From an optimization exercise on the open Yosys and OpenROAD flow, aimed at small area; shortcuts taken in it are not production practice.
At most, simulation tests tie the RTL to the original design; equivalence was not proved.
Function not checked in runs 4 to 6: the RTL went through the layout flow alone.
The flow treats the clock pin as an ideal source, which a real chip does not have.
No activity file was given, so power comes from the tool's default toggle rates.

`design/flow/config.mk`:
```
export PLATFORM = sky130hd
export DESIGN_NAME = myCPU
export DESIGN_NICKNAME = myCPU
export VERILOG_FILES = /design/flow/design.v
export SDC_FILE = /design/flow/constraint.sdc
export NUM_CORES = 4
export LEC_CHECK = 0
export ABC_AREA = 1
export CAP_MARGIN = 20
export CORE_MARGIN = 2
export CORE_UTILIZATION = 60
export CTS_BUF_LIST = sky130_fd_sc_hd__clkbuf_4 sky130_fd_sc_hd__clkbuf_8
export SLEW_MARGIN = 20
```
`design/flow/constraint.sdc`:
```
create_clock -name core_clock -period 5.5 [get_ports {CLK}]
set_input_delay 1.1000 -clock core_clock [delete_from_list [all_inputs] [get_ports {CLK}]]
set_output_delay 1.1000 -clock core_clock [all_outputs]
set_load 0.01 [all_outputs]
```
`design/flow/design.v`:
```
module myCPU (
    input  wire        CLK,
    input  wire        RESET,
    input  wire [7:0]  DI,
    output wire [15:0] AB,
    output reg  [7:0]  DO,
    output wire        RW
);
localparam F1 = 2'd0, F2 = 2'd1, MR = 2'd2, MW = 2'd3;
reg [1:0]  ph;
reg        ptr;           
reg [15:0] pc;
reg [7:0]  ra, rb, rc, rd, pl, ph_, sl, sh, ir, r11, jl, jh, re, rf;
wire [2:0] op  = DI[2:0];
wire [3:0] sel = DI[7:4];
wire [2:0] iop = ir[2:0];
wire [3:0] ir_r = ir[7:4];
assign AB = ptr ? {ph_, pl} : pc;
assign RW = (ph == MW) | ((ph == F1) & (iop == 3'd2));
reg [7:0] rv;
always @* begin
    case (sel)
        4'd0:  rv = pc[7:0];
        4'd1:  rv = pc[15:8];
        4'd2:  rv = ra;
        4'd3:  rv = rb;
        4'd4:  rv = rc;
        4'd5:  rv = rd;
        4'd6:  rv = pl;
        4'd7:  rv = ph_;
        4'd8:  rv = sl;
        4'd9:  rv = sh;
        4'd10: rv = ir;
        4'd11: rv = r11;
        4'd12: rv = jl;
        4'd13: rv = jh;
        4'd14: rv = re;
        default: rv = rf;
    endcase
end
wire [8:0] sum = {1'b0, ra} + {1'b0, rv};
reg  [7:0] alu;
always @* begin
    case (op)
        3'd3:    alu = ra & rv;
        3'd4:    alu = sum[7:0];
        3'd5:    alu = ~rv;
        3'd7:    alu = ra;
        default: alu = rv;
    endcase
end
wire f1    = (ph == F1);
wire zop   = (iop == 3'd3) | (iop == 3'd4) | (iop == 3'd5);
wire genw  = f1 & ((iop == 3'd0) | (iop == 3'd1) | (iop == 3'd5) | (iop == 3'd7));
wire wa    = f1 & ((iop == 3'd3) | (iop == 3'd4)) | genw & (ir_r == 4'd2);
wire z     = (DO == 8'h00);
wire jmp   = (iop == 3'd6) & (sl[ir[6:4]] == ir[7]);
wire       f2   = (ph == F2);
wire [7:0] wd   = DO & {8{~RESET}};
wire [15:0] wen = {16{genw}} & (16'd1 << ir_r);
always @(posedge CLK) begin
    if (RESET | wen[3])  rb  <= wd;
    if (RESET | wen[4])  rc  <= wd;
    if (RESET | wen[5])  rd  <= wd;
    if (RESET | wen[6])  pl  <= wd;
    if (RESET | wen[7])  ph_ <= wd;
    if (RESET | wen[9])  sh  <= wd;
    if (RESET | wen[11]) r11 <= wd;
    if (RESET | wen[12]) jl  <= wd;
    if (RESET | wen[13]) jh  <= wd;
    if (RESET | wen[14]) re  <= wd;
    if (RESET | wen[15]) rf  <= wd;
    if (RESET | wa | (f2 & (op == 3'd7)))
        ra <= (f2 ? rv : DO) & {8{~RESET}};
    if (RESET | f2 | wen[10])
        ir <= (f2 ? DI : DO) & {8{~RESET}};
    if (RESET | wen[8])
        sl[7:2] <= wd[7:2];
    if (RESET | wen[8] | (f2 & (op == 3'd4)))
        sl[1] <= (f2 ? sum[8] : DO[1]) & ~RESET;
    if (RESET | wen[8] | (f1 & zop))
        sl[0] <= (zop ? z : DO[0]) & ~RESET;
    if (RESET | f1 | (f2 & (op == 3'd0)))
        pc <= ((f1 & jmp) ? {jh, jl} : pc + 16'd1) | {16{RESET}};
end
always @(posedge CLK) begin
    if (RESET) begin
        ph  <= F1;
        ptr <= 1'b1;
    end else begin
        case (ph)
        F1: begin ph <= F2; ptr <= 1'b0; end
        F2: begin
            case (op)
                3'd0: ph <= MR;
                3'd1: begin ph <= MR; ptr <= 1'b1; end
                3'd2: begin ph <= MW; ptr <= 1'b1; end
                default: ph <= F1;
            endcase
        end
        default: ph <= F1;
        endcase
    end
end
always @(posedge CLK) begin
    if (ph == F2)      DO <= alu;
    else if (ph == MR) DO <= DI;
end
endmodule
```
`design/flow/run.sh`:
```
#!/bin/bash
# synth_recipe.tcl (not shown) runs the flow's synth.tcl, then flattens the netlist and writes it again
# the make line also repeats each setting of config.mk as NAME=value (left out here)
make -C /OpenROAD-flow-scripts/flow DESIGN_CONFIG=/design/flow/config.mk WORK_HOME=/design/flow/orfs CLKGATE_MAP_FILE= SYNTH_SCRIPT=/design/flow/synth_recipe.tcl finish
```
==> summary.md, run 1 <==
| Metric | Value |
|---|---|
| Routed WL | `around 25000 um` |
| Largest register by flop count | `pc` |
| Leakage | `3.75 nW` |
| Reg2Reg Launch Point | `ph[1]` |
| Worst min-delay path category | `reg2reg` |
| VDD IR-drop max | `0.200 mV` |
| Die height | `approximately 120 um` |
| Hold_buf cts | `0` |
| Most used routing layer | `met1` |
| Syn_area_per_cell | `about 9 um2` |
| Switch Pwr | `roughly 1.0 mW` |
| Core area | `about 13000 um2` |
| Setup TNS | `0 ps` |
| Post-route ant nets | `0` |
| EDFF count, synth | `136` |
| Filler cell count | `988` |
| Switching share of power | `0.347` |
| Final Critical Period | `4210 ps` |
| Skew final | `about 14 ps` |
| Share of cells above drive strength 1 | `0.0910` |
| Top_reg_cell synth | `edfxtp_1` |
| Vias in the first global route | `between 6k and 7k` |
| Final setup vio count | `0` |
| Max Transition Viols Final | `0` |
| Worst Tran Pin Value | `roughly 1200 ps` |
| Data arrival time of the critical path | `about 4400 ps` |
| Commonest non-fill, non-tap cell in the layout | `nand2_1` |
| CP cell instances | `clkdlybuf4s50_1 -> inv_2 -> nor2_1 -> nand3_1 -> nand2_1 -> nor2_1 -> nand2_1 -> o21ai_2 -> inv_1 -> ha_1 -> inv_1 -> fa_1 -> inv_1 -> nand3_1 -> nand2_1 -> a21oi_1 -> o21ai_0 -> nand2_1 -> inv_1 -> nand2_1 -> nand2_1 -> nand2_1` |
| Crit end category | `register` |
| First-pass GRT wire length | `37300 um` |
| M2 GR Usage | `0.559` |
| MaxCap Viol Count | `0` |
| Post-synth ARST share | `0` |
| Num CTS Buffers | `17` |
| Initial antenna violation count | `0` |
| Post-CTS setup buffers | `0` |
| Clk buf depth | `2` |
| CP Class | `in2reg` |
| # resized after CTS | `0` |
| DR iter-0 viols | `~1.2k` |
| Hold Slack | `between 600 and 700 ps` |
| FF+latch count, synth | `139` |
| Placer Congestion | `approximately 0.99` |
| Clock slew at reported path FFs | `approximately 90 ps` |
| Slew margin rel. | `0.204` |
| Netlist cell types | `42` |
| Fin. Hold Viols | `0` |
| CTS tree | `done` |
| Die Width | `approximately 120 um` |
| Crit share post-route | `0.765` |
| Worst hold start | `jl[2]` |
| Clk root buf | `clkbuf_8` |
| Critical path launch point | `DI[5]` |
| Cell Area, Synth | `around 7700 um2` |
| Yosys warnings | `1` |
| TritonRoute pass-1 iters | `6` |
| # nets final | `around 930` |
| Clk network pwr share | `0.283` |
| P&R area growth vs syn | `11.8%` |
| Sequential share of power | `0.489` |
| GRT Util Overall | `0.383` |
| Net Count, Synth | `around 890` |
| DP Wirelength | `18200 um` |
| Most frequent cells in the layout | `nand2_1, edfxtp_1, nand3_1, inv_1, nor2_1` |
| Register area | `roughly 4100 um2` |
| Most common cell on crit path | `nand2_1` |
| Sequential element share of the synthesized area | `0.539` |
| Ant diodes | `0` |
| Multi-input gate area | `3070 um2` |
| GR met3 Demand/Resource | `0.0855` |
| Number of buffers added on ports | `34` |
| P_int | `1.91 mW` |
| RSZ-0062 raised after global routing | `no` |
| Vias | `6925` |
| GR Overflow Total | `0` |
| Largest net degree at the start of global routing | `30` |
| Pwr per Cell Area | `between 300 and 400 nW/um2` |
| Max reg flops | `16` |
| CTS sink cnt | `approximately 140` |
| Critical Path Start Type | `input port` |
| Met1 GRT Util | `0.562` |
| Ports | `35` |
| WL per Instance | `22.9 um` |
| Slowest stage cell, crit path | `nor2_1` |
| Status | `complete, no violations` |
| Mapped Cells | `between 800 and 900` |
| Max Fanout on Critical Path | `13` |
| Initial core utilization | `0.612` |
| Post-DR vias/cell | `~6.3` |
| Worst skew pair latency | `450 ps` |
| Share of power burned in combinational logic | `0.229` |
| Die ar. | `13700 um2` |
| Drt drc | `0` |
| H-tree Lvls | `4` |
| Num rows | `approximately 40` |
| Fmax | `~0.24 GHz` |
| CP required | `5720 ps` |
| Max stage delay on crit path | `slightly below 700 ps` |
==> logic make-up (layout without fill, tap and decap cells) <==
| family | Yosys count | after routing | synth area share |
|---|---|---|---|
| AND/OR/NAND/NOR | 495 | 495 | 0.282 |
| flip-flops | 139 | 139 | 0.539 |
| buffers and inverters | 111 | 166 | 0.0620 |
| AO/OA/AOI/OAI | 96 | 96 | 0.0794 |
| XOR/XNOR | 14 | 14 | 0.0159 |
| adder cells (fa/ha/maj) | 13 | 13 | 0.0221 |
==> synthesized netlist by cell type, drive strengths merged (2+ instances only) <==
| cell | number | area share |
|---|---|---|
| o21ai | 42 | 0.031 |
| inv | 80 | 0.039 |
| clkbuf | 14 | 0.0068 |
| nand4 | 22 | 0.020 |
| o221ai | 2 | 0.0023 |
| dfxtp | 3 | 0.0078 |
| nor2 | 84 | 0.045 |
| o211ai | 5 | 0.0067 |
| a21oi | 25 | 0.016 |
| nand2 | 266 | 0.13 |
| a221oi | 3 | 0.0034 |
| o41ai | 8 | 0.0091 |
| ha | 12 | 0.020 |
| buf | 14 | 0.015 |
| xor2 | 14 | 0.016 |
| nand3 | 100 | 0.067 |
| or2 | 7 | 0.0057 |
| nor3 | 10 | 0.0072 |
| edfxtp | 136 | 0.53 |
| a211oi | 5 | 0.0049 |
| o21bai | 2 | 0.0020 |
| nor4 | 5 | 0.0060 |
| clkinv | 3 | 0.0015 |
==> layout make-up <==
type,count,area share
flip-flops and latches,139,0.482
multi-input cells,618,0.357
repair buffers,51,0.0544
inverters,83,0.0362
clock buffers,17,0.0272
well taps,172,0.0250
clock inverters,15,0.0178
==> power groups by stage <==
stage	sequential (mW)	combinational, mW	clock, mW
6_report	1.43	0.669	0.827
5_1_grt	1.44	0.729	0.870
3_5_place_dp	1.44	0.650	0
4_1_cts	1.42	0.652	0.824
3_3_place_gp	1.44	0.631	0
2_1_floorplan	1.39	0.442	0
==> worst paths after layout <==
check / endpoint / slack (ps) / depth (start not counted)
worst max-delay path: DO[4] / 1290 / 22
worst min-delay path: pc[2] / 650 / 2
worst max register to register: ra[6] / 2410 / 6
worst min register to register: pc[2] / 650 / 2
==> metal layers <==
layer | up-vias | routed length [um]
met5 | - | 0
met4 | 0 | 1000
met3 | 76 | 3240
met2 | 572 | 11000
met1 | 3226 | 9790
li1 | 3051 | -
==> critical path, delay by kind of cell <==
kind / cells / cell delay (ps)
adders and majority gates: 2 / 570
AOI/OAI and AO/OA: 3 / 230
buffers and inverters: 6 / 1030
and+or+nand+nor: 11 / 1500
==> through the flow <==
step	instance area, um2	total power [mW]	setup slack, ps	utilization	cells
after floorplan	7690	1.83	2120	-	868
after global placement	8210	2.07	863	0.653	1063
after detailed placement	8210	2.09	842	0.653	1063
after CTS	8600	2.90	1320	0.684	1095
after global routing	8600	3.04	1040	0.684	1095
final	8600	2.93	1290	0.684	1095
==> inputs of run 2 (changes only) <==
--- a/design/flow/config.mk
+++ b/design/flow/config.mk
@@ -9,5 +9,4 @@
 export CAP_MARGIN = 20
 export CORE_MARGIN = 2
 export CORE_UTILIZATION = 60
-export CTS_BUF_LIST = sky130_fd_sc_hd__clkbuf_4 sky130_fd_sc_hd__clkbuf_8
 export SLEW_MARGIN = 20
==> run 2 against run 1 <==
Critical endpoint unchanged. Sequential share of layout area fell by 1.0 points. Largest cell class unchanged. Critical path depth did not move. Worst hold slack improved by 7.7 ps. Area after synthesis did not move. Power rose by 11%. Clock skew fell by 6.6 ps.
==> summary.md, run 2 <==
| Metric | Value |
|---|---|
| Worst skew pair latency | `about 440 ps` |
| Syn_area_per_cell | `8.86 um2` |
| Max stage delay on crit path | `720 ps` |
| Sequential element share of the synthesized area | `0.539` |
| Num rows | `roughly 40` |
| R2R depth | `6` |
| Pwr per Cell Area | `369 nW/um2` |
| Slew margin rel. | `0.203` |
| Sequential share of power | `0.442` |
| Most common cell on crit path | `nand2_1` |
| Initial core utilization | `0.612` |
| Clk root buf | `clkbuf_16` |
| Max Transition Viols Final | `0` |
| CP required | `5690 ps` |
| H-tree Lvls | `4` |
| CTS sink cnt | `139` |
| Ports | `35` |
| GR Overflow Total | `0` |
| Die ar. | `roughly 14000 um2` |
| Final Critical Period | `4310 ps` |
| Yosys warnings | `1` |
| RR Endpoint | `ra[0]` |
| Switch Pwr | `between 1 and 1.5 mW` |
| Die height | `117 um` |
| Core area | `~13000 um2` |
| Slowest stage cell, crit path | `nor2_1` |
| Most frequent cells in the layout | `nand2_1, edfxtp_1, nand3_1, inv_1, nor2_1` |
| Num CTS Buffers | `17` |
| DR iter-0 viols | `roughly 1.3k` |
| Largest net degree at the start of global routing | `30` |
| Final setup vio count | `0` |
| CP endpoint | `DO[4]` |
| Reg2Reg Setup Slack | `~2400 ps` |
| EDFF count, synth | `between 100 and 150` |
| First-pass GRT wire length | `between 30000 and 40000 um` |
| Commonest non-fill, non-tap cell in the layout | `nand2_1` |
| Post-route ant nets | `0` |
| CTS tree | `done` |
| Cell Area, Synth | `slightly below 8000 um2` |
| Most common cell in the netlist | `nand2_1` |
| Switching share of power | `0.328` |
| Placer Congestion | `just under 1` |
| Clock slew at reported path FFs | `~70 ps` |
| Critical path launch point | `DI[5]` |
| Initial antenna violation count | `0` |
| Net Count, Synth | `around 900` |
| DP Wirelength | `approximately 18000 um` |
| Hold path depth | `2` |
| Clk buf depth | `2` |
| RSZ-0062 raised after global routing | `no` |
| Post-CTS setup buffers | `0` |
| TritonRoute pass-1 iters | `7` |
| Vias in the first global route | `between 6k and 7k` |
| Crit end category | `register` |
| Share of cells above drive strength 1 | `0.0910` |
| Synth top area cells | `edfxtp_1, nand2_1, nand3_1, nor2_1, inv_1` |
| P_int | `around 2.2 mW` |
| Largest area contributor in the netlist | `edfxtp_1` |
| FF+latch count, synth | `between 100 and 150` |
| # nets final | `933` |
| Skew final | `between 7 and 8 ps` |
| CP Class | `in2reg` |
| Ant diodes | `0` |
| Number of buffers added on ports | `34` |
| Top cell type's share of synthesized area | `0.531` |
| Hold_buf cts | `0` |
| Drt drc | `0` |
| Synth cell count leaders | `nand2_1, edfxtp_1, nand3_1` |
| Max reg flops | `16` |
| Worst Tran Pin Value | `between 1000 and 1500 ps` |
| Fin. Hold Viols | `0` |
| Status | `complete, no violations` |
| Hold Slack | `663 ps` |
| Post-synth ARST share | `0` |
| Reg2Reg Launch Point | `ph[1]` |
| Fin cells | `1095` |
| Clk network pwr share | `0.351` |
| Mapped Cells | `868` |
| Vias | `7008` |
| Leakage | `3.84 nW` |
| VDD IR-drop max | `~0.27 mV` |
| WL per Instance | `23.3 um` |
| Place WS | `~840 ps` |
| Worst min-delay path category | `reg2reg` |
| Netlist cell types | `between 40 and 50` |
| Setup TNS | `0 ps` |
| GRT Util Overall | `0.391` |
| Critical Path Start Type | `input port` |
| # resized after CTS | `0` |
| Post-DR vias/cell | `about 6.4` |
| MaxCap Viol Count | `0` |
| Die Width | `117 um` |
| Crit share post-route | `0.783` |
| Data arrival time of the critical path | `between 4000 and 5000 ps` |
| Top_reg_cell synth | `edfxtp_1` |
| Setup ws final | `1190 ps` |
| Fmax | `~0.23 GHz` |
| DP Cell Count | `between 1k and 1.5k` |
| CP cell instances | `clkdlybuf4s50_1 -> inv_2 -> nor2_1 -> nand3_1 -> nand2_1 -> nor2_1 -> nand2_1 -> o21ai_2 -> inv_1 -> ha_1 -> inv_1 -> fa_1 -> inv_1 -> nand3_1 -> nand2_1 -> a21oi_1 -> o21ai_0 -> nand2_1 -> inv_1 -> nand2_1 -> nand2_1 -> nand2_1` |
| Max Fanout on Critical Path | `13` |
| Routed WL | `about 26000 um` |
| Final core occ | `0.699` |
| Share of power burned in combinational logic | `0.207` |
| Largest register by flop count | `pc` |
| P&R area growth vs syn | `14.3%` |
-- run 2: cell count changes in the layout (fill, tap and decap cells not counted) --
cell / delta
clkbuf_16: +17
clkbuf_8: -17
-- run 2: metal layers --
metal | part of all wire | vias to the layer above | global-route usage
li1 | - | 3066 | -
met1 | 0.38 | 3239 | 0.560
met2 | 0.44 | 601 | 0.566
met3 | 0.14 | 102 | 0.103
met4 | 0.049 | 0 | 0.165
met5 | 0 | - | 0
-- run 2: final cells by class --
| cell class | count | area, um2 |
|---|---|---|
| sequential | 139 | 4140 |
| fill | 961 | 3780 |
| multi-input combinational | 618 | 3070 |
| timing repair buffer | 51 | 468 |
| clock buffer | 17 | 425 |
| inverter | 83 | 312 |
| tap | 172 | 215 |
| clock inverter | 15 | 153 |
-- run 2: cell families (layout without fill, tap and decap cells) --
kind of cell	count (synthesis)	in the layout	synth area share
simple gates	495	495	0.282
flops	139	139	0.539
fa+ha+maj	13	13	0.0221
compound gates	96	96	0.0794
buf+inv	111	166	0.0620
xor+xnor	14	14	0.0159
-- run 2: worst min-delay path by stage --
stage | start | endpoint | slack [ps]
after CTS | jl[1] | pc[1] | 650
final | jl[1] | pc[1] | 660
after global routing | jl[1] | pc[1] | 700
after detailed placement | jl[2] | pc[2] | 620
after floorplan | jh[2] | pc[10] | 590
after global placement | jl[2] | pc[2] | 610
-- run 2: critical path: cells and delay by family --
kind                       cells  cell delay (ps)
AOI/OAI and AO/OA              3              240
adders and majority gates      2              570
and+or+nand+nor               11             1530
buffers and inverters          6             1050
-- run 2: stage by stage --
stage / area, um2 / power, mW
final: 8790 / 3.24
after global routing: 8790 / 3.35
after CTS: 8790 / 3.21
after detailed placement: 8210 / 2.09
after global placement: 8210 / 2.07
after floorplan: 7690 / 1.83
-- run 2: power by group through the flow --
stage          combinational, mW  sequential (mW)  clock [mW]
2_1_floorplan              0.442             1.39           0
5_1_grt                    0.731             1.44        1.18
3_5_place_dp               0.650             1.44           0
6_report                   0.671             1.43        1.14
3_3_place_gp               0.631             1.44           0
4_1_cts                    0.655             1.42        1.13
==> inputs of run 3 (changes only) <==
==> design/flow/flow/run.sh (new file) <==
#!/bin/bash
# Own layout flow: the standard synthesis, then the combinational logic
# re-mapped for area (registers untouched), then the standard layout
# with small port buffers and a clock tree without dummy loads.
set -euo pipefail
W=$(pwd)
F=$W/flow
R=$W/orfs/results/$FLOW_PLATFORM/myCPU/base
LIB=$FLOW_HOME/platforms/$FLOW_PLATFORM/lib/sky130_fd_sc_hd__tt_025C_1v80.lib
YOSYS=$(command -v yosys || echo /OpenROAD-flow-scripts/tools/install/yosys/bin/yosys)

bash standard.sh synth > $W/synth_std.log 2>&1
cp $R/1_2_yosys.v $W/1_2_yosys.std.v

python3 $F/gen_cells.py $LIB $W/comb_cells.v > $W/gen_cells.log 2>&1
LIB=$LIB CELLS=$W/comb_cells.v IN=$W/1_2_yosys.std.v TOP=$FLOW_TOP \
  ABC_SCRIPT="+strash;&get,-n;&dch,-f;&nf,-R,1000;&put;topo" \
  STAT=$W/resynth_stat.txt OUT=$W/1_2_yosys.resynth.v \
  $YOSYS -c $F/resynth.tcl > $W/resynth.log 2>&1
LIB=$LIB OUT=$W/1_2_yosys.resynth.v TOP=$FLOW_TOP $YOSYS -c $F/check.tcl > $W/resynth_check.log 2>&1
cp $W/1_2_yosys.resynth.v $R/1_2_yosys.v
rm -f $R/1_synth.odb $R/1_synth.sdc

export BUFFER_PORTS_ARGS="-buffer_cell sky130_fd_sc_hd__buf_1"
export CTS_ARGS="-sink_clustering_enable -repair_clock_nets -dont_use_dummy_load -buf_list {sky130_fd_sc_hd__clkbuf_2 sky130_fd_sc_hd__clkbuf_4 sky130_fd_sc_hd__clkbuf_8}"
bash standard.sh > $W/layout.log 2>&1
==> design/flow/flow/check.tcl (new file) <==
# Re-read the re-mapped netlist on its own and check it is fully mapped.
yosys read_liberty -lib $::env(LIB)
yosys read_verilog $::env(OUT)
yosys hierarchy -top $::env(TOP)
yosys check -assert -mapped
==> design/flow/flow/gen_cells.py (new file) <==
#!/usr/bin/env python3
"""Write Verilog models (assign statements) of the liberty's combinational
cells, so Yosys can flatten a mapped netlist back into plain logic."""
import re, sys
lib, out = sys.argv[1], sys.argv[2]
t = open(lib).read()

def block(s, i):
    d = 1
    while d:
        c = s[i]
        if c == '{': d += 1
        elif c == '}': d -= 1
        i += 1
    return i

def conv(f):
    f = f.replace('!', '~').replace('+', '|').replace('*', '&')
    f = re.sub(r'\)\s*\(', ')&(', f)
    f = re.sub(r'(\w|\))\s+(?=[\w(~])', r'\1&', f)
    return f

res = []
for m in re.finditer(r'\n\s*cell\s*\(\s*"?(\w+)"?\s*\)\s*\{', t):
    name = m.group(1)
    body = t[m.end():block(t, m.end())]
    if re.search(r'\b(ff|latch|statetable)\s*\(', body):
        continue
    pins = []
    for pm in re.finditer(r'\n\s*pin\s*\(\s*"?(\w+)"?\s*\)\s*\{', body):
        pb = body[pm.end():block(body, pm.end())]
        dm = re.search(r'direction\s*:\s*"?(\w+)"?', pb)
        fm = re.search(r'function\s*:\s*"([^"]*)"', pb)
        pins.append((pm.group(1), dm.group(1) if dm else None, fm.group(1) if fm else None))
    outs = [p for p in pins if p[1] == 'output']
    if not outs or any(p[2] is None for p in outs):
        continue
    ins = [p for p in pins if p[1] == 'input']
    s = 'module %s(%s);\n' % (name, ', '.join(p[0] for p in ins + outs))
    for p in ins:
        s += '  input %s;\n' % p[0]
    for p in outs:
        s += '  output %s;\n  assign %s = %s;\n' % (p[0], p[0], conv(p[2]))
    res.append(s + 'endmodule\n')
open(out, 'w').write(''.join(res))
==> design/flow/flow/resynth.tcl (new file) <==
# Re-map the combinational logic of the standard synthesis with a stronger
# area-oriented ABC script. Registers (and their names and cell types) are
# kept: flip-flop cells stay black boxes; every combinational cell is
# flattened back into plain logic and mapped again.
set lib $::env(LIB)
yosys read_liberty -lib $lib
yosys read_verilog -overwrite $::env(CELLS)
yosys read_verilog $::env(IN)
yosys hierarchy -top $::env(TOP)
yosys flatten
yosys delete t:\$scopeinfo
yosys techmap
yosys opt -fast
yosys abc -liberty $lib -dont_use sky130_fd_sc_hd__probe_p_8 -dont_use sky130_fd_sc_hd__probec_p_8 -dont_use sky130_fd_sc_hd__lpflow_* -script $::env(ABC_SCRIPT)
yosys opt_clean -purge
yosys hilomap -singleton -hicell sky130_fd_sc_hd__conb_1 HI -locell sky130_fd_sc_hd__conb_1 LO
yosys insbuf -buf sky130_fd_sc_hd__buf_4 A X
yosys tee -o $::env(STAT) stat -liberty $lib
yosys write_verilog -noattr -nohex -nodec $::env(OUT)
==> design/flow/standard.sh (new file) <==
#!/bin/bash
# synth_recipe.tcl (not shown) runs the flow's synth.tcl, then flattens the netlist and writes it again
# the make line also repeats each setting of config.mk as NAME=value (left out here)
make -C /OpenROAD-flow-scripts/flow DESIGN_CONFIG=/design/flow/config.mk WORK_HOME=/design/flow/orfs CLKGATE_MAP_FILE= SYNTH_SCRIPT=/design/flow/synth_recipe.tcl "${@:-finish}"
removed: design/flow/run.sh
==> run 3 against run 2 <==
Still clean on timing, DRC and antenna. Area after synthesis is 14% lower. Final area decreased by 17%. Final cell count fell by 31%. Setup slack worse by 580 ps. Maximum frequency fell by 12%. Sequential share of layout area increased by 9.8 points. Sequential cell count did not move. Sequential power barely moved. Die area decreased by 13%. Critical endpoint is now DO[7]. Largest power group unchanged.
==> summary.md, run 3 <==
| Metric | Value |
|---|---|
| DP Wirelength | `14700 um` |
| GRT Util Overall | `0.364` |
| Net Count, Synth | `560` |
| Pwr per Cell Area | `~340 nW/um2` |
| P&R area growth vs syn | `9.51%` |
| Skew final | `roughly 40 ps` |
| Share of cells above drive strength 1 | `0.0653` |
| Fmax | `approximately 0.20 GHz` |
| Max stage delay on crit path | `600 ps` |
| Number of buffers added on ports | `34` |
| Slew margin rel. | `0.349` |
| # resized after CTS | `0` |
| Routed WL | `a little over 20000 um` |
| Initial core utilization | `0.613` |
| Cell Area, Synth | `6650 um2` |
| Initial antenna violation count | `3` |
| Register area | `just over 4000 um2` |
| RSZ-0062 raised after global routing | `no` |
| Filler cell count | `~800` |
| Max Fanout on Critical Path | `8` |
| Yosys warnings | `1` |
| WL per Instance | `27.4 um` |
| Crit share post-route | `0.889` |
| Vias in the first global route | `4902` |
| Fin. Hold Viols | `0` |
| Leakage | `approximately 2.5 nW` |
| Vias | `5350` |
| CTS tree | `done` |
| Worst Tran Pin Value | `976 ps` |
| Num CTS Buffers | `17` |
| Post-route ant nets | `0` |
| Final Critical Period | `roughly 4900 ps` |
| Data arrival time of the critical path | `roughly 5200 ps` |
| Largest net degree at the start of global routing | `33` |
| Fin cells | `about 750` |
| Slowest stage cell, crit path | `o22ai_1` |
| GR Overflow Total | `0` |
| Final setup vio count | `0` |
| Ant diodes | `0` |
| Largest register by flop count | `pc` |
| Die ar. | `between 10000 and 15000 um2` |
| Setup ws final | `611 ps` |
| Max Transition Viols Final | `0` |
| Clock slew at reported path FFs | `approximately 60 ps` |
| Worst hold start | `jl[3]` |
| Worst skew pair latency | `roughly 460 ps` |
| Core area | `around 11000 um2` |
| DR iter-0 viols | `691` |
| DP Cell Count | `around 740` |
| TritonRoute pass-1 iters | `6` |
| CP cell instances | `buf_1 -> clkinv_1 -> nand2_1 -> nor2_1 -> a22o_1 -> a221oi_1 -> nand4_1 -> o22ai_1 -> xnor2_1 -> nor2_1 -> a21boi_0 -> nor2_1 -> o21ai_0 -> o22a_1 -> or2_0 -> a32oi_1 -> a221o_1 -> o21ai_0` |
| Clk buf depth | `2` |
| Die height | `109 um` |
| Num rows | `38` |
| VDD IR-drop max | `approximately 0.18 mV` |
| Post-DR vias/cell | `a little over 7` |
| Hold_buf cts | `0` |
| MaxCap Viol Count | `0` |
| Critical Path Start Type | `input port` |
| CP required | `5770 ps` |
| Post-CTS setup buffers | `0` |
| Drt drc | `0` |
| Syn_area_per_cell | `12.1 um2` |
| First-pass GRT wire length | `around 30000 um` |
| Place WS | `~290 ps` |
| # nets final | `approximately 630` |
| Die Width | `about 110 um` |
| H-tree Lvls | `4` |
| Crit end category | `register` |
| CTS sink cnt | `139` |
| Max reg flops | `16` |
| Commonest non-fill, non-tap cell in the layout | `edfxtp_1` |
| Status | `complete, no violations` |
| Pwr Total | `approximately 2.5 mW` |
| Ports | `35` |
| CP Class | `in2reg` |
| Placer Congestion | `approximately 0.95` |
| Final core occ | `0.671` |
| Most frequent cells in the layout | `edfxtp_1, nand2_1, a21oi_1, o21ai_0, buf_1` |
| Setup TNS | `0 ps` |
| Clk root buf | `clkbuf_8` |
| Worst min-delay path category | `reg2reg` |
| Critical path launch point | `DI[7]` |
| Most common cell on crit path | `nor2_1` |
| Multi-input gate area | `approximately 2400 um2` |
| Mapped Cells | `550` |
| Reg2Reg Launch Point | `pc[11]` |
-- run 3: changes by cell type in the layout (fill, tap and decap cells not counted), moves of 30 or more --
cell	change
a22oi_1	+30
inv_1	-74
nand2_1	-203
nor2_1	-42
nand3_1	-82
clkdlybuf4s50_1	-34
buf_1	+33
-- run 3: worst max-delay path: cells and delay by family --
kind                      cells  cell delay (ps)
xor gates and xnor gates      1              250
and+or+nand+nor               6              910
AOI/OAI and AO/OA             9             2390
buffers and inverters         2              490
-- run 3: worst paths after layout --
kind / to / slack, ps / depth (start not counted)
worst max-delay path: DO[7] / 610 / 18
worst min-delay path: pc[3] / 590 / 2
worst max register to register: DO[7] / 1690 / 14
worst min register to register: pc[3] / 590 / 2
-- run 3: through the flow --
| step | hold WS, ps | area, um2 |
|---|---|---|
| after floorplan | 524 | 6650 |
| after global placement | 551 | 7040 |
| after detailed placement | 575 | 7040 |
| after CTS | 592 | 7270 |
| after global routing | 636 | 7280 |
| final | 593 | 7280 |
-- run 3: layout make-up --
class | instances | share of cell area
well taps | 140 | 0.0241
inverters | 16 | 0.00825
multi-input cells | 387 | 0.328
repair buffers | 54 | 0.0380
clock buffers | 17 | 0.0321
flip-flops and latches | 139 | 0.569
-- run 3: report_power, final --
part,total (mW),leakage (nW),internal (mW),switching (mW)
Sequential,1.43,1.39,1.31,0.117
Combinational,0.457,0.989,0.155,0.302
Clock,0.608,0.122,0.272,0.336
Total,2.49,2.50,1.74,0.754
-- run 3: metal layers --
| layer | vias up | routed length (um) | global-route usage |
|---|---|---|---|
| li1 | 2307 | - | - |
| met1 | 2578 | 7820 | 0.504 |
| met2 | 391 | 8960 | 0.515 |
| met3 | 70 | 3130 | 0.144 |
| met4 | 4 | 695 | 0.148 |
| met5 | - | 24 | 0 |
==> inputs of run 4 (changes only) <==
--- a/design/flow/design.v
+++ b/design/flow/design.v
@@ -46,7 +46,8 @@
         3'd4:    alu = sum[7:0];
         3'd5:    alu = ~rv;
         3'd7:    alu = ra;
-        default: alu = rv;
+        3'd2:    alu = rv;
+        default: alu = 8'bx;
     endcase
 end
 wire f1    = (ph == F1);
@@ -54,8 +55,9 @@
 wire genw  = f1 & ((iop == 3'd0) | (iop == 3'd1) | (iop == 3'd5) | (iop == 3'd7));
 wire wa    = f1 & ((iop == 3'd3) | (iop == 3'd4)) | genw & (ir_r == 4'd2);
 wire z     = (DO == 8'h00);
-wire jmp   = (iop == 3'd6) & (sl[ir[6:4]] == ir[7]);
+wire jmp   = (iop == 3'd6) & (sl[ir[6:4]] == ir[7]) | ptr & (iop == 3'd0);
 wire       f2   = (ph == F2);
+wire       f2n  = f2 & ~RESET;
 wire [7:0] wd   = DO & {8{~RESET}};
 wire [15:0] wen = {16{genw}} & (16'd1 << ir_r);
 always @(posedge CLK) begin
@@ -71,17 +73,17 @@
     if (RESET | wen[14]) re  <= wd;
     if (RESET | wen[15]) rf  <= wd;
     if (RESET | wa | (f2 & (op == 3'd7)))
-        ra <= (f2 ? rv : DO) & {8{~RESET}};
+        ra <= f2n ? rv : wd;
     if (RESET | f2 | wen[10])
-        ir <= (f2 ? DI : DO) & {8{~RESET}};
+        ir <= f2n ? DI : wd;
     if (RESET | wen[8])
         sl[7:2] <= wd[7:2];
     if (RESET | wen[8] | (f2 & (op == 3'd4)))
-        sl[1] <= (f2 ? sum[8] : DO[1]) & ~RESET;
+        sl[1] <= f2n ? sum[8] : wd[1];
     if (RESET | wen[8] | (f1 & zop))
         sl[0] <= (zop ? z : DO[0]) & ~RESET;
-    if (RESET | f1 | (f2 & (op == 3'd0)))
-        pc <= ((f1 & jmp) ? {jh, jl} : pc + 16'd1) | {16{RESET}};
+    if (f1 | (f2 & (op == 3'd0)))
+        pc <= (f1 & jmp) ? {jh, jl} : pc + 16'd1;
 end
 always @(posedge CLK) begin
     if (RESET) begin
--- a/design/flow/flow/run.sh
+++ b/design/flow/flow/run.sh
@@ -13,11 +13,30 @@
 cp $R/1_2_yosys.v $W/1_2_yosys.std.v
 
 python3 $F/gen_cells.py $LIB $W/comb_cells.v > $W/gen_cells.log 2>&1
-LIB=$LIB CELLS=$W/comb_cells.v IN=$W/1_2_yosys.std.v TOP=$FLOW_TOP \
-  ABC_SCRIPT="+strash;&get,-n;&dch,-f;&nf,-R,1000;&put;topo" \
-  STAT=$W/resynth_stat.txt OUT=$W/1_2_yosys.resynth.v \
-  $YOSYS -c $F/resynth.tcl > $W/resynth.log 2>&1
-LIB=$LIB OUT=$W/1_2_yosys.resynth.v TOP=$FLOW_TOP $YOSYS -c $F/check.tcl > $W/resynth_check.log 2>&1
+# Try a few ABC scripts and keep the smallest result.
+best=""; best_area=""
+i=0
+for S in "+strash;&get,-n;&dch,-f;&nf,-R,1000;&put;topo" \
+         "+strash;&get,-n;&dc2;&dch,-f;&nf,-R,1000,-E,100;&put;strash;&get,-n;&dc2;&dch,-f;&nf,-R,1000,-E,100;&put;topo" \
+         "+strash;&get,-n;&deepsyn,-T,30;&dch,-f;&nf,-R,1000;&put;topo"; do
+  i=$((i+1))
+  if LIB=$LIB CELLS=$W/comb_cells.v IN=$W/1_2_yosys.std.v TOP=$FLOW_TOP ABC_SCRIPT="$S" \
+       STAT=$W/resynth_$i.stat OUT=$W/resynth_$i.v \
+       $YOSYS -c $F/resynth.tcl > $W/resynth_$i.log 2>&1 &&
+     LIB=$LIB OUT=$W/resynth_$i.v TOP=$FLOW_TOP $YOSYS -c $F/check.tcl > $W/resynth_check_$i.log 2>&1; then
+    a=$(sed -n 's/.*Chip area for module .* \([0-9.]*\)$/\1/p' $W/resynth_$i.stat)
+    echo "script $i: area $a" >> $W/resynth_choice.log
+    if [[ -z "$best_area" ]] || python3 -c "import sys; sys.exit(0 if $a < $best_area else 1)"; then
+      best=$i; best_area=$a
+    fi
+  fi
+done
+echo "chosen: $best ($best_area)" >> $W/resynth_choice.log
+if [[ -n "$best" ]]; then
+  cp $W/resynth_$best.v $W/1_2_yosys.resynth.v
+else
+  cp $W/1_2_yosys.std.v $W/1_2_yosys.resynth.v
+fi
 cp $W/1_2_yosys.resynth.v $R/1_2_yosys.v
 rm -f $R/1_synth.odb $R/1_synth.sdc
 
--- a/design/flow/flow/resynth.tcl
+++ b/design/flow/flow/resynth.tcl
@@ -11,9 +11,10 @@
 yosys delete t:\$scopeinfo
 yosys techmap
 yosys opt -fast
+yosys rename -hide w:*.*
 yosys abc -liberty $lib -dont_use sky130_fd_sc_hd__probe_p_8 -dont_use sky130_fd_sc_hd__probec_p_8 -dont_use sky130_fd_sc_hd__lpflow_* -script $::env(ABC_SCRIPT)
 yosys opt_clean -purge
 yosys hilomap -singleton -hicell sky130_fd_sc_hd__conb_1 HI -locell sky130_fd_sc_hd__conb_1 LO
-yosys insbuf -buf sky130_fd_sc_hd__buf_4 A X
+yosys insbuf -buf sky130_fd_sc_hd__buf_1 A X
 yosys tee -o $::env(STAT) stat -liberty $lib
 yosys write_verilog -noattr -nohex -nodec $::env(OUT)
--- a/design/flow/config.mk
+++ b/design/flow/config.mk
@@ -9,4 +9,5 @@
 export CAP_MARGIN = 20
 export CORE_MARGIN = 2
 export CORE_UTILIZATION = 60
+export GPL_TIMING_DRIVEN = 0
 export SLEW_MARGIN = 20
==> run 4 against run 3 <==
Area after synthesis fell by 3.0%. First-iteration DRC count decreased by 5.2%. Clock skew shrank 15 ps. Utilization is 1.3 points higher. Wire length decreased by 9.2%. Non-clock buffer count is 16 lower. Sequential power grew 3%. Power is 2.6% higher. Combinational power rose by 4.6%. Register-to-register slack worse by 250 ps. Maximum frequency down 7.7%. Clock power fell by 2%. Critical endpoint unchanged. Largest power group unchanged.
==> summary.md, run 4 <==
| Metric | Value |
|---|---|
| Worst path top cell family by delay | `compound AO/OA/AOI/OAI gates` |
| Data arrival time of the critical path | `approximately 5500 ps` |
| GRT Util Overall | `0.336` |
| H-tree Lvls | `4` |
| Ant diodes | `0` |
| Num CTS Buffers | `17` |
| Core area | `10400 um2` |
| Reg2Reg Launch Point | `ra[2]` |
| Critical Path Start Type | `input port` |
| Initial antenna violation count | `0` |
| Worst hold start | `jl[4]` |
| Max reg flops | `16` |
| Initial core utilization | `0.622` |
| P&R area growth vs syn | `10.0%` |
| Cell Area, Synth | `roughly 6400 um2` |
| Crit share post-route | `0.964` |
| Skew final | `about 26 ps` |
| Slowest stage cell, crit path | `nor3_2` |
| Net Count, Synth | `545` |
| Fin cells | `~730` |
| VDD IR-drop max | `around 0.22 mV` |
| Hold_buf cts | `0` |
| Largest register by flop count | `pc` |
| Yosys warnings | `1` |
| Pwr Total | `2.55 mW` |
| Mapped Cells | `approximately 540` |
| Most frequent cells in the layout | `edfxtp_1, nand2_1, o21ai_0, a21oi_1, nor2_1` |
| Num rows | `37` |
| Fin. Hold Viols | `0` |
| CP required | `about 5700 ps` |
| Largest net degree at the start of global routing | `32` |
| Worst skew pair latency | `between 400 and 500 ps` |
| Die Width | `108 um` |
| CTS sink cnt | `~140` |
| DP Wirelength | `13000 um` |
| Setup TNS | `0 ps` |
| Vias in the first global route | `about 4.6k` |
| Max stage delay on crit path | `around 740 ps` |
| Syn_area_per_cell | `between 10 and 15 um2` |
| Worst min-delay path category | `reg2reg` |
| Pwr per Cell Area | `360 nW/um2` |
| First-pass GRT wire length | `between 20000 and 30000 um` |
| CTS tree | `done` |
| Fmax | `~0.19 GHz` |
| Ports | `35` |
| Share of cells above drive strength 1 | `0.0780` |
| Drt drc | `0` |
| Slew margin rel. | `0.236` |
| WL per Instance | `about 26 um` |
| Clock slew at reported path FFs | `approximately 70 ps` |
| Max Fanout on Critical Path | `12` |
| # nets final | `roughly 600` |
| Final setup vio count | `0` |
| Vias | `between 5k and 6k` |
| Placer Congestion | `roughly 0.98` |
| Status | `complete, no violations` |
| DP Cell Count | `between 700 and 800` |
| Crit end category | `register` |
| Number of buffers added on ports | `34` |
| Clk buf depth | `2` |
| Post-DR vias/cell | `about 7.0` |
| Routed WL | `about 19000 um` |
| Worst Tran Pin Value | `about 1100 ps` |
| Critical path launch point | `DI[6]` |
| DR iter-0 viols | `around 660` |
| RSZ-0062 raised after global routing | `no` |
| Final Critical Period | `roughly 5300 ps` |
| Post-CTS setup buffers | `0` |
| MaxCap Viol Count | `0` |
| Worst path bufs/invs | `2` |
| CP cell instances | `buf_2 -> clkinvlp_4 -> nand2_1 -> nor3_2 -> a22oi_1 -> nand4_1 -> nor2_1 -> a31oi_1 -> a21oi_1 -> o21ai_0 -> maj3_1 -> maj3_1 -> nand2_1 -> a21oi_1 -> nand2_1 -> a21oi_1 -> nand2_1 -> a21oi_1 -> xnor2_1 -> o21ai_0` |
| Die height | `~110 um` |
| Commonest non-fill, non-tap cell in the layout | `edfxtp_1` |
| TritonRoute pass-1 iters | `6` |
| Max Transition Viols Final | `0` |
| Leakage | `approximately 2.4 nW` |
| Clk root buf | `clkbuf_8` |
| Final core occ | `0.684` |
| Post-route ant nets | `0` |
| Die ar. | `around 12000 um2` |
| CP Class | `in2reg` |
| GR Overflow Total | `0` |
==> run 4: area by class of cell <==
class,count,area [um2]
Clock buffer,17,234
Sequential cell,139,4140
Fill cell,797,3280
Timing Repair Buffer,38,165
Tap cell,136,170
Inverter,21,82.6
Multi-Input combinational cell,375,2300
==> run 4: metrics by stage <==
stage	cell area [um2]	hold slack (ps)	setup slack, ps
finish	7090	582	200
detailed placement	6800	564	-614
global route	7090	610	2.39
CTS	7040	577	-21.1
floorplan	6450	506	1050
global placement	6750	543	-541
==> run 4: timing repair <==
action / in CTS / in global routing
resized for setup: 1 / 13
gates cloned: 0 / 0
endpoints found under the setup margin: 2 / 4
==> run 4: worst reg2reg max path, stage by stage (launching register included) <==
cell	delay (ps)
edfxtp_1	530
a222oi_1	400
nand2_1	120
nor3_2	260
nor2_1	100
a31oi_2	250
clkinv_1	110
maj3_1	430
maj3_1	370
nor2_1	130
a21oi_1	80
nand2_1	130
a21oi_1	100
nor2_1	200
a21oi_1	110
maj3_1	390
nand2_1	70
nand2_1	50
==> run 4: per-layer routing <==
| metal | part of all wire | global-route usage | up-vias |
|---|---|---|---|
| li1 | - | - | 2222 |
| met1 | 0.38 | 0.478 | 2417 |
| met2 | 0.47 | 0.509 | 362 |
| met3 | 0.13 | 0.0745 | 45 |
| met4 | 0.024 | 0.136 | 0 |
| met5 | 0 | 0 | - |
==> run 4: where the power goes <==
group | switching [mW] | internal (mW)
Combinational | 0.304 | 0.173
Sequential | 0.132 | 1.35
Clock | 0.325 | 0.271
Total | 0.762 | 1.79
==> run 4: final timing paths <==
kind | to | slack (ps) | cells after the start
max | DO[7] | 200 | 20
min | pc[4] | 580 | 1
max reg2reg | sl[1] | 1440 | 17
min reg2reg | pc[4] | 580 | 1
==> inputs of run 5 (changes only) <==
--- a/design/flow/config.mk
+++ b/design/flow/config.mk
@@ -8,6 +8,6 @@
 export ABC_AREA = 1
 export CAP_MARGIN = 20
 export CORE_MARGIN = 2
-export CORE_UTILIZATION = 60
+export CORE_UTILIZATION = 75
 export GPL_TIMING_DRIVEN = 0
 export SLEW_MARGIN = 20
==> run 5 against run 4 <==
Worst hold slack worse by 2.2 ps. Clock power increased by 1%. Wire length increased by 4.4%. Sequential power hardly changed. Final cell count fell by 4.4%. Via count is 9.5% higher. Setup slack improved by 76 ps.
==> summary.md, run 5 <==
| Metric | Value |
|---|---|
| Max Transition Viols Final | `0` |
| Placer Congestion | `between 0.9 and 1` |
| Cell Area, Synth | `around 6400 um2` |
| Final setup vio count | `0` |
| Worst min-delay path category | `reg2reg` |
| GR Overflow Total | `0` |
| DR iter-0 viols | `around 1.2k` |
| Yosys warnings | `1` |
| Status | `complete, no violations` |
| MaxCap Viol Count | `0` |
| Crit end category | `register` |
| CP required | `around 5700 ps` |
| Slew margin rel. | `0.187` |
| CTS sink cnt | `139` |
| Place WS | `-584 ps` |
| Final core occ | `0.864` |
| Setup TNS | `0 ps` |
| Max Fanout on Critical Path | `8` |
| DP Wirelength | `around 13000 um` |
| Commonest non-fill, non-tap cell in the layout | `edfxtp_1` |
| Largest net degree at the start of global routing | `32` |
| Vias in the first global route | `between 5k and 6k` |
| Die ar. | `about 9400 um2` |
| Drt drc | `0` |
| Worst Tran Pin Value | `between 1000 and 1500 ps` |
| Post-DR vias/cell | `slightly below 8` |
| Final Critical Period | `~5200 ps` |
| P&R area growth vs syn | `10.7%` |
| Placed cell area | `6760 um2` |
| Most frequent cells in the layout | `edfxtp_1, nand2_1, a21oi_1, o21ai_0, nor2_1` |
| Most common cell on crit path | `nand2_1` |
| CP cell instances | `clkbuf_2 -> clkinv_1 -> nand2_2 -> nor3_4 -> a222oi_1 -> nand2_1 -> nor3_2 -> nor2_1 -> a31oi_2 -> clkinv_1 -> maj3_1 -> maj3_1 -> nor2_1 -> a21oi_1 -> nand2_1 -> a21oi_1 -> nor2_1 -> a21oi_1 -> maj3_1 -> nand2_1 -> nand2_1` |
| Core area | `between 8000 and 9000 um2` |
| Largest register by flop count | `pc` |
| H-tree Lvls | `4` |
| Clk buf depth | `2` |
| Pwr Total | `~2.6 mW` |
| Post-route ant nets | `0` |
| Fmax | `0.191 GHz` |
| Routed WL | `19600 um` |
| Max stage delay on crit path | `between 400 and 500 ps` |
| Die height | `roughly 97 um` |
| Final instance area | `~7000 um2` |
| Fin cells | `694` |
| Die Width | `96.7 um` |
| Crit share post-route | `0.950` |
| Initial core utilization | `0.781` |
| Data arrival time of the critical path | `5390 ps` |
| Leakage | `2.41 nW` |
| Fin. Hold Viols | `0` |
| Setup ws final | `between 200 and 300 ps` |
| # nets final | `601` |
| CP Class | `in2reg` |
| Syn_area_per_cell | `~12 um2` |
| CTS tree | `done` |
| Skew final | `between 30 and 40 ps` |
| Slowest stage cell, crit path | `maj3_1` |
| Hold path depth | `1` |
| Net Count, Synth | `roughly 550` |
| Max reg flops | `16` |
| Pwr per Cell Area | `around 360 nW/um2` |
| Share of cells above drive strength 1 | `0.0883` |
| Reg2Reg Setup Slack | `~1300 ps` |
| R2R depth | `17` |
| Vias | `~5.5k` |
| Worst path bufs/invs | `3` |
| Critical Path Start Type | `input port` |
| Initial antenna violation count | `0` |
| GRT Util Overall | `0.413` |
| Hold_buf cts | `0` |
| Mapped Cells | `roughly 540` |
| Num rows | `33` |
| First-pass GRT wire length | `between 20000 and 30000 um` |
| VDD IR-drop max | `0.257 mV` |
| WL per Instance | `about 28 um` |
| Hold Slack | `~580 ps` |
| Clk root buf | `clkbuf_8` |
| Worst skew pair latency | `~440 ps` |
| Ant diodes | `0` |
| Number of buffers added on ports | `34` |
| Ports | `35` |
| Clock slew at reported path FFs | `approximately 60 ps` |
| Crit path depth | `21` |
| Num CTS Buffers | `17` |
| DP Cell Count | `between 600 and 700` |
| TritonRoute pass-1 iters | `9` |
| Worst path top cell family by delay | `simple AND/OR/NAND/NOR gates` |
run 5: cell types whose count changed in the layout (fill, tap and decap cells not counted), moves of 2 or more:
cell / delta
nor3_2: -5
nor3_4: +5
nor2_4: +4
clkbuf_4: +3
clkbuf_2: -2
clkinv_1: -2
clkinvlp_4: +2
nand2_1: -2
nand2_2: +2
nor2_1: -2
nor2_2: -2
run 5: per-layer routing:
metal,track usage,share of wire
met4,0.184,0.058
met1,0.561,0.32
met2,0.622,0.45
met3,0.132,0.17
met5,0,0
run 5: area by class of cell:
cell class                      instances  area (um2)
Clock buffer                           17         234
Fill cell                             392        1120
Inverter                               21        90.1
Multi-Input combinational cell        375        2370
Sequential cell                       139        4140
Tap cell                              105         131
Timing Repair Buffer                   37         165
run 5: final timing paths:
check | startpoint | end
worst min register to register | ph[0] | ph[0]
worst max-delay path | DI[7] | sl[1]
worst max register to register | ra[2] | sl[1]
worst min-delay path | ph[0] | ph[0]
run 5: where the power goes:
part | leakage (nW) | internal, mW | total, mW | switching, mW
clock network | 0.122 | 0.272 | 0.602 | 0.330
registers | 1.41 | 1.35 | 1.49 | 0.142
logic | 0.878 | 0.174 | 0.501 | 0.327
run 5: timing repair:
| item | in CTS | in global routing |
|---|---|---|
| endpoints found under the setup margin | 4 | 4 |
| gates resized for setup | 7 | 28 |
| hold endpoints to repair | 0 | 0 |
| setup buffers | 0 | 1 |
| pin swaps | 0 | 1 |
==> inputs of run 6 (changes only) <==
==> design/flow/design.v (replaced) <==
module myCPU (
    input  wire        CLK,
    input  wire        RESET,
    input  wire [7:0]  DI,
    output wire [15:0] AB,
    output reg  [7:0]  DO,
    output wire        RW
);
localparam F1 = 2'd0, F2 = 2'd1, MR = 2'd2, MW = 2'd3;
reg [1:0]  ph;
reg        ptr;           
reg [15:0] pc;
reg [7:0]  ra, rb, rc, rd, pl, ph_, sl, sh, ir, r11, jl, jh, re, rf;
wire [2:0] op   = DI[2:0];
wire [3:0] sel  = DI[7:4];
wire [2:0] iop  = ir[2:0];
wire [3:0] ir_r = ir[7:4];
wire       f1   = (ph == F1);
wire       f2   = (ph == F2);
assign AB = ptr ? {ph_, pl} : pc;
assign RW = (ph == MW) | (f1 & (iop == 3'd2));
reg [7:0] rv;
always @* begin
    case (sel)
        4'd0:  rv = pc[7:0];
        4'd1:  rv = pc[15:8];
        4'd2:  rv = ra;
        4'd3:  rv = rb;
        4'd4:  rv = rc;
        4'd5:  rv = rd;
        4'd6:  rv = pl;
        4'd7:  rv = ph_;
        4'd8:  rv = sl;
        4'd9:  rv = sh;
        4'd10: rv = ir;
        4'd11: rv = r11;
        4'd12: rv = jl;
        4'd13: rv = jh;
        4'd14: rv = re;
        default: rv = rf;
    endcase
end
always @(posedge CLK) begin
    if (f2) DO <= rv;
end
wire [8:0] sum = {1'b0, ra} + {1'b0, DO};
reg  [7:0] res;
always @* begin
    case (iop)
        3'd3:    res = ra & DO;
        3'd4:    res = sum[7:0];
        3'd5:    res = ~DO;
        3'd7:    res = ra;
        default: res = DI;       
    endcase
end
wire zop  = (iop == 3'd3) | (iop == 3'd4) | (iop == 3'd5);
wire genw = f1 & ((iop == 3'd0) | (iop == 3'd1) | (iop == 3'd5) | (iop == 3'd7));
wire wa   = f1 & ((iop == 3'd3) | (iop == 3'd4) | (iop == 3'd7)) | genw & (ir_r == 4'd2);
wire z    = (res == 8'h00);
wire jmp  = (iop == 3'd6) & (sl[ir[6:4]] == ir[7]) | ptr & (iop == 3'd0);
wire        f2n = f2 & ~RESET;
wire [7:0]  wd  = res & {8{~RESET}};
wire [15:0] wen = {16{genw}} & (16'd1 << ir_r);
always @(posedge CLK) begin
    if (RESET | wen[3])  rb  <= wd;
    if (RESET | wen[4])  rc  <= wd;
    if (RESET | wen[5])  rd  <= wd;
    if (RESET | wen[6])  pl  <= wd;
    if (RESET | wen[7])  ph_ <= wd;
    if (RESET | wen[9])  sh  <= wd;
    if (RESET | wen[11]) r11 <= wd;
    if (RESET | wen[12]) jl  <= wd;
    if (RESET | wen[13]) jh  <= wd;
    if (RESET | wen[14]) re  <= wd;
    if (RESET | wen[15]) rf  <= wd;
    if (RESET | wa)
        ra <= ((iop == 3'd7) ? DO : res) & {8{~RESET}};
    if (RESET | f2 | wen[10])
        ir <= f2n ? DI : wd;
    if (RESET | wen[8])
        sl[7:2] <= wd[7:2];
    if (RESET | wen[8] | (f1 & (iop == 3'd4)))
        sl[1] <= ((iop == 3'd4) ? sum[8] : res[1]) & ~RESET;
    if (RESET | wen[8] | (f1 & zop))
        sl[0] <= (zop ? z : res[0]) & ~RESET;
    if (f1 | (f2 & (op == 3'd0)))
        pc <= (f1 & jmp) ? {jh, jl} : pc + 16'd1;
end
always @(posedge CLK) begin
    if (RESET) begin
        ph  <= F1;
        ptr <= 1'b1;
    end else begin
        case (ph)
        F1: begin ph <= F2; ptr <= 1'b0; end
        F2: begin
            case (op)
                3'd0: ph <= MR;
                3'd1: begin ph <= MR; ptr <= 1'b1; end
                3'd2: begin ph <= MW; ptr <= 1'b1; end
                default: ph <= F1;
            endcase
        end
        default: ph <= F1;
        endcase
    end
end
endmodule
--- a/design/flow/flow/run.sh
+++ b/design/flow/flow/run.sh
@@ -42,4 +42,5 @@
 
 export BUFFER_PORTS_ARGS="-buffer_cell sky130_fd_sc_hd__buf_1"
 export CTS_ARGS="-sink_clustering_enable -repair_clock_nets -dont_use_dummy_load -buf_list {sky130_fd_sc_hd__clkbuf_2 sky130_fd_sc_hd__clkbuf_4 sky130_fd_sc_hd__clkbuf_8}"
+export POST_CTS_TCL=$F/downsize_clk.tcl
 bash standard.sh > $W/layout.log 2>&1
==> design/flow/flow/downsize_clk.tcl (new file) <==
set clk_limit 0.110
set sizes {sky130_fd_sc_hd__clkbuf_4 sky130_fd_sc_hd__clkbuf_8 sky130_fd_sc_hd__clkbuf_16}
proc clk_slew_ok {limit} {
  foreach p [get_pins -hierarchical */CLK] {
    if {[get_property $p slew_max] > $limit} { return 0 }
  }
  return 1
}
estimate_parasitics -placement
puts "clock slew limit $clk_limit, ok at start: [clk_slew_ok $clk_limit]"
foreach inst [get_cells -hierarchical clkbuf_*] {
  set name [get_full_name $inst]
  if {[string match "clkbuf_0_*" $name]} { continue }
  set cur [get_property [get_lib_cells -of_objects $inst] name]
  set idx [lsearch $sizes $cur]
  while {$idx > 0} {
    set smaller [lindex $sizes [expr {$idx - 1}]]
    replace_cell $inst $smaller
    estimate_parasitics -placement
    if {[clk_slew_ok $clk_limit]} {
      puts "downsized $name $cur -> $smaller"
      set cur $smaller
      incr idx -1
    } else {
      replace_cell $inst $cur
      estimate_parasitics -placement
      break
    }
  }
}
detailed_placement
check_placement
estimate_parasitics -placement
--- a/design/flow/config.mk
+++ b/design/flow/config.mk
@@ -6,8 +6,8 @@
 export NUM_CORES = 4
 export LEC_CHECK = 0
 export ABC_AREA = 1
-export CAP_MARGIN = 20
+export CAP_MARGIN = 5
 export CORE_MARGIN = 2
-export CORE_UTILIZATION = 75
+export CORE_UTILIZATION = 60
 export GPL_TIMING_DRIVEN = 0
-export SLEW_MARGIN = 20
+export SLEW_MARGIN = 5
==> run 6 against run 5 <==
The layout now fails its checks (capacitance limit, slew limit). Utilization fell by 19 points. Via count decreased by 11%. First-iteration DRC count down 29%. Clock-buffer cell count is the same. Wire length is 6.7% lower. Area after synthesis is 0.97% lower. Sequential cell count unchanged. Power rose by 4.0%. Worst hold slack worse by 36 ps. Critical path depth shrank 6. Clock skew shrank 2.2 ps. Final cell count grew 0.43%. Largest cell class unchanged.
==> summary.md, run 6 <==
| Metric | Value |
|---|---|
| Reg2Reg Setup Slack | `approximately 1200 ps` |
| Commonest non-fill, non-tap cell in the layout | `edfxtp_1` |
| Place WS | `1290 ps` |
| MaxCap Viol Count | `1` |
| CP cell instances | `and2_0 -> nor3_1 -> or3_1 -> nand2_1 -> nand2_1 -> maj3_1 -> nor3_1 -> nor2_1 -> maj3_1 -> maj3_1 -> xor2_1 -> o211ai_1 -> o221ai_1 -> or3_1 -> clkinv_1` |
| Ant diodes | `0` |
| CTS tree | `done` |
| Final setup vio count | `0` |
| DR iter-0 viols | `between 800 and 900` |
| Syn_area_per_cell | `~13 um2` |
| DP Wirelength | `roughly 13000 um` |
| CP Class | `reg2reg` |
| Vias in the first global route | `approximately 4.7k` |
| CTS sink cnt | `~140` |
| Switching share of power | `0.321` |
| Final core occ | `0.670` |
| Net Count, Synth | `approximately 520` |
| Die Width | `approximately 110 um` |
| Clock slew at reported path FFs | `around 100 ps` |
| First-pass GRT wire length | `27100 um` |
| Post-route ant nets | `0` |
| Share of cells above drive strength 1 | `0.0463` |
| Yosys warnings | `1` |
| TritonRoute pass-1 iters | `7` |
| Post-DR vias/cell | `between 7 and 8` |
| CP required | `about 5700 ps` |
| Max reg flops | `16` |
| Skew final | `around 33 ps` |
| Worst Tran Pin Value | `between 1500 and 2000 ps` |
| Worst skew pair latency | `between 400 and 500 ps` |
| Clk network pwr share | `0.183` |
| Final instance area | `around 7000 um2` |
| Drt drc | `0` |
| Data arrival time of the critical path | `4550 ps` |
| Placed cell area | `6750 um2` |
| Ports | `35` |
| VDD IR-drop max | `0.247 mV` |
| P_int | `roughly 1.8 mW` |
| Sequential share of power | `0.606` |
| Max Transition Viols Final | `9` |
| Core area | `10300 um2` |
| RSZ-0062 raised after global routing | `no` |
| Critical Path Start Type | `register` |
| Worst min-delay path category | `reg2reg` |
| Max Fanout on Critical Path | `12` |
| Largest net degree at the start of global routing | `31` |
| Switch Pwr | `approximately 860 uW` |
| Initial antenna violation count | `0` |
| # nets final | `around 570` |
| GR Overflow Total | `0` |
| Fmax | `about 0.23 GHz` |
| Status | `failed layout checks` |
| Pwr per Cell Area | `390 nW/um2` |
| Routed WL | `18300 um` |
| P&R area growth vs syn | `8.31%` |
| Setup ws final | `~1200 ps` |
| Max stage delay on crit path | `roughly 480 ps` |
| Initial core utilization | `0.618` |
| Most frequent cells in the layout | `edfxtp_1, nand2_1, nor2_1, buf_1, o21ai_0` |
| Num rows | `37` |
| Slowest stage cell, crit path | `edfxtp_1` |
| Final Critical Period | `around 4300 ps` |
| Crit share post-route | `0.789` |
| Placer Congestion | `0.957` |
| Setup TNS | `0 ps` |
| Die ar. | `around 11000 um2` |
| Number of buffers added on ports | `34` |
| Slew margin rel. | `-0.0241` |
| Vias | `slightly below 5k` |
| Largest register by flop count | `pc` |
| Die height | `~110 um` |
| WL per Instance | `between 20 and 30 um` |
| Fin. Hold Viols | `0` |
| Leakage | `2.29 nW` |
| Share of power burned in combinational logic | `0.211` |
| Mapped Cells | `just over 500` |
| GRT Util Overall | `0.333` |
| Most common cell on crit path | `maj3_1` |
| Cell Area, Synth | `6380 um2` |
| Layout Check Fails | `capacitance limit, slew limit` |
| Crit end category | `register` |
[run 6: worst max-delay path, delay by kind of cell, from the launching register on]
kind / cells / cell delay (ps)
and+or+nand+nor: 8 / 1550
adders and majority gates: 3 / 1250
DFF: 1 / 480
AOI/OAI and AO/OA: 2 / 400
buffers and inverters: 1 / 250
xor gates and xnor gates: 1 / 180
[run 6: cell type report]
type,count,area (um2)
well taps,136,170
fillers,804,3410
repair buffers,39,170
clock buffers,17,159
multi-input cells,354,2230
inverters,12,45.0
flip-flops and latches,139,4140
[run 6: power groups by stage]
stage	registers [mW]	clock network, mW	logic (mW)
after floorplan	1.57	0	0.384
after global placement	1.65	0	0.533
after detailed placement	1.65	0	0.559
after global routing	1.65	0.538	0.623
final	1.64	0.493	0.569
[run 6: path summary, 6_finish.rpt]
| path | start | endpoint | cells past startpoint |
|---|---|---|---|
| worst max-delay path | DO[1] | rd[7] | 15 |
| worst min-delay path | jh[4] | pc[12] | 2 |
| worst max register to register | DO[1] | rd[7] | 15 |
| worst min register to register | jh[4] | pc[12] | 2 |
[run 6: metrics by stage]
step                      hold WS (ps)  power, mW  std cells
final                              544       2.70        697
after global placement             545       2.18        675
after detailed placement           547       2.21        679
after floorplan                    497       1.95        505
after global routing               579       2.81        697
[run 6: per-layer routing]
metal | wire length [um] | track usage | vias to the layer above
met3 | 1980 | 0.0736 | 70
met2 | 8510 | 0.516 | 350
met5 | 0 | 0 | -
met1 | 7070 | 0.454 | 2368
li1 | - | - | 2140
met4 | 706 | 0.151 | 0
==> inputs of run 7 (changes only) <==
--- a/design/flow/design.v
+++ b/design/flow/design.v
@@ -41,7 +41,8 @@
     endcase
 end
 always @(posedge CLK) begin
-    if (f2) DO <= rv;
+    if (f2)             DO <= rv;
+    else if (ph == MR)  DO <= DI;
 end
 wire [8:0] sum = {1'b0, ra} + {1'b0, DO};
 reg  [7:0] res;
@@ -51,7 +52,7 @@
         3'd4:    res = sum[7:0];
         3'd5:    res = ~DO;
         3'd7:    res = ra;
-        default: res = DI;       
+        default: res = DO;       
     endcase
 end
 wire zop  = (iop == 3'd3) | (iop == 3'd4) | (iop == 3'd5);
--- a/design/flow/config.mk
+++ b/design/flow/config.mk
@@ -6,8 +6,8 @@
 export NUM_CORES = 4
 export LEC_CHECK = 0
 export ABC_AREA = 1
-export CAP_MARGIN = 5
+export CAP_MARGIN = 20
 export CORE_MARGIN = 2
 export CORE_UTILIZATION = 60
 export GPL_TIMING_DRIVEN = 0
-export SLEW_MARGIN = 5
+export SLEW_MARGIN = 20
==> run 7 against run 6 <==
The run now finishes clean. Power shrank 1.4%. Maximum frequency is 0.42% lower. Utilization increased by 0.55 points. Register-to-register slack got worse by 20 ps. Critical endpoint is now ra[7].
==> summary.md, run 7 <==
| Metric | Value |
|---|---|
| Status | `complete, no violations` |
| Largest register by flop count | `pc` |
| Max Fanout on Critical Path | `13` |
| Critical Path Start Type | `register` |
| CTS sink cnt | `139` |
| Post-DR vias/cell | `roughly 7.1` |
| Yosys warnings | `1` |
| Cell Area, Synth | `between 6000 and 7000 um2` |
| DP Cell Count | `approximately 700` |
| Data arrival time of the critical path | `between 4000 and 5000 ps` |
| Worst min-delay path category | `reg2reg` |
| Largest net degree at the start of global routing | `25` |
| Final Critical Period | `4360 ps` |
| Post-route ant nets | `0` |
| Worst skew pair latency | `roughly 430 ps` |
| Commonest non-fill, non-tap cell in the layout | `edfxtp_1` |
| Setup ws final | `roughly 1100 ps` |
| Core area | `a little over 10000 um2` |
| Vias | `4940` |
| First-pass GRT wire length | `approximately 28000 um` |
| TritonRoute pass-1 iters | `5` |
| Ports | `35` |
| Pwr per Cell Area | `381 nW/um2` |
| Fmax | `between 0.2 and 0.25 GHz` |
| Setup TNS | `0 ps` |
| Final setup vio count | `0` |
| Fin cells | `between 600 and 700` |
| Syn_area_per_cell | `12.7 um2` |
| Placer Congestion | `slightly above 0.9` |
| Mapped Cells | `approximately 500` |
| WL per Instance | `~27 um` |
| Share of cells above drive strength 1 | `0.0693` |
| RSZ-0062 raised after global routing | `no` |
| Max reg flops | `16` |
| Die height | `around 110 um` |
| Final instance area | `6970 um2` |
| Number of buffers added on ports | `34` |
| GRT Util Overall | `0.344` |
| GR Overflow Total | `0` |
| Fin. Hold Viols | `0` |
| P&R area growth vs syn | `9.17%` |
| MaxCap Viol Count | `0` |
| Placed cell area | `between 6000 and 7000 um2` |
| Max Transition Viols Final | `0` |
| Vias in the first global route | `4727` |
| Die ar. | `about 11000 um2` |
| Routed WL | `approximately 19000 um` |
| Clock slew at reported path FFs | `between 100 and 150 ps` |
| CTS tree | `done` |
| Ant diodes | `0` |
| Pwr Total | `roughly 2.7 mW` |
| CP Class | `reg2reg` |
| Place WS | `approximately 1200 ps` |
| Leakage | `between 2 and 2.5 nW` |
| CP required | `approximately 5800 ps` |
| Slew margin rel. | `0.296` |
| DP Wirelength | `between 10000 and 15000 um` |
| Num rows | `37` |
| # nets final | `around 580` |
| Initial core utilization | `0.619` |
| Initial antenna violation count | `0` |
| Drt drc | `0` |
| Die Width | `107 um` |
| Net Count, Synth | `approximately 500` |
| Skew final | `between 20 and 30 ps` |
| VDD IR-drop max | `0.248 mV` |
| Crit share post-route | `0.793` |
| DR iter-0 viols | `801` |
| Crit end category | `register` |
| Most frequent cells in the layout | `edfxtp_1, nand2_1, nor2_1, buf_1, a21oi_1` |
| Worst Tran Pin Value | `between 1000 and 1500 ps` |
-- run 7: critical path, cell delays in order (launching register included) --
cell and delay [ps]:
edfxtp_1 500, a21o_1 210, nand2_1 60, nand2_1 70
or2_0 220, nand2_1 80, nand2_1 70, or2_0 220
nand2_1 80, nand2_1 70, or2_0 230, nand2_1 80
nand2_1 60, or2_0 230, nand2_1 80, nand2_1 60
or2_0 220, nand2_1 80, nand2_1 60, or2_0 220
a21o_1 200, nand3_1 70, o21ai_0 130, nor3_2 690
a22o_1 260
-- run 7: area by class of cell --
class	instances	area, um2
flip-flops and latches	139	4140
fillers	770	3350
repair buffers	44	206
inverters	9	33.8
well taps	136	170
clock buffers	17	146
multi-input cells	354	2270
-- run 7: power by group --
group / internal, mW / switching (mW) / total [mW]
sequential: 1.43 / 0.188 / 1.61
clock: 0.167 / 0.316 / 0.482
combinational: 0.210 / 0.353 / 0.563
-- run 7: worst paths after layout --
kind                            start    end  slack [ps]  depth (start not counted)
worst max register to register  ra[0]  ra[7]        1140                         24
worst min register to register  jl[1]  pc[1]         570                          1
worst max-delay path            ra[0]  ra[7]        1140                         24
worst min-delay path            jl[1]  pc[1]         570                          1
-- run 7: through the flow --
step / hold slack (ps) / utilization
5_1_grt: 588 / 0.675
6_report: 573 / 0.675
3_3_place_gp: 549 / 0.647
3_5_place_dp: 567 / 0.661
2_1_floorplan: 525 / -
-- run 7: routing by layer --
metal  share of wire  global-route usage  vias to the layer above
met5               0                   0                        -
met4           0.029               0.124                        0
met3            0.11              0.0815                       45
met2            0.46               0.522                      318
met1            0.40               0.487                     2429
li1                -                   -                     2148

-- static timing again, ports no longer ideal --
The results above use ideal ports. As a check the final layouts listed here were re-extracted and re-timed, cells and wires unchanged. Step 1 assumes that a clkbuf_16 drives the clock port and a buf_2 every other input. Step 2, shift: input delay + t, output delay - t, t = (earliest + latest rising clock arrival at the registers) / 2. This alone moves slack from input paths to output paths. a / b / c = ideal / step 1 / step 2; a / b = the first two.
run	t (ns)	setup slack, ns	worst setup path after step 2	worst slew at a driven data input, ns	pins driven straight from the clock port
run 1	0.484	1.292 / 1.302 / 0.818	input to register	0.03	1
run 2	0.479	1.193 / 1.209 / 0.730	input to register	0.03	1
run 3	0.478	0.611 / 0.622 / 0.145	input to register	0.04	1
run 4	0.480	0.200 / 0.216 / -0.264	input to register	0.03	1
run 5	0.463	0.276 / 0.284 / -0.178	input to register	0.03	1
run 6	0.443	1.158 / 1.158 / 1.158	register to register	0.04	1
run 7	0.456	1.140 / 1.140 / 1.140	register to register	0.03	1
With both steps, setup timing fails in run 4 and run 5, where it was met with ideal ports. For run 1, which loses most, drivers alone change the setup slack by +0.010 ns; drivers and shift together by -0.474 ns.
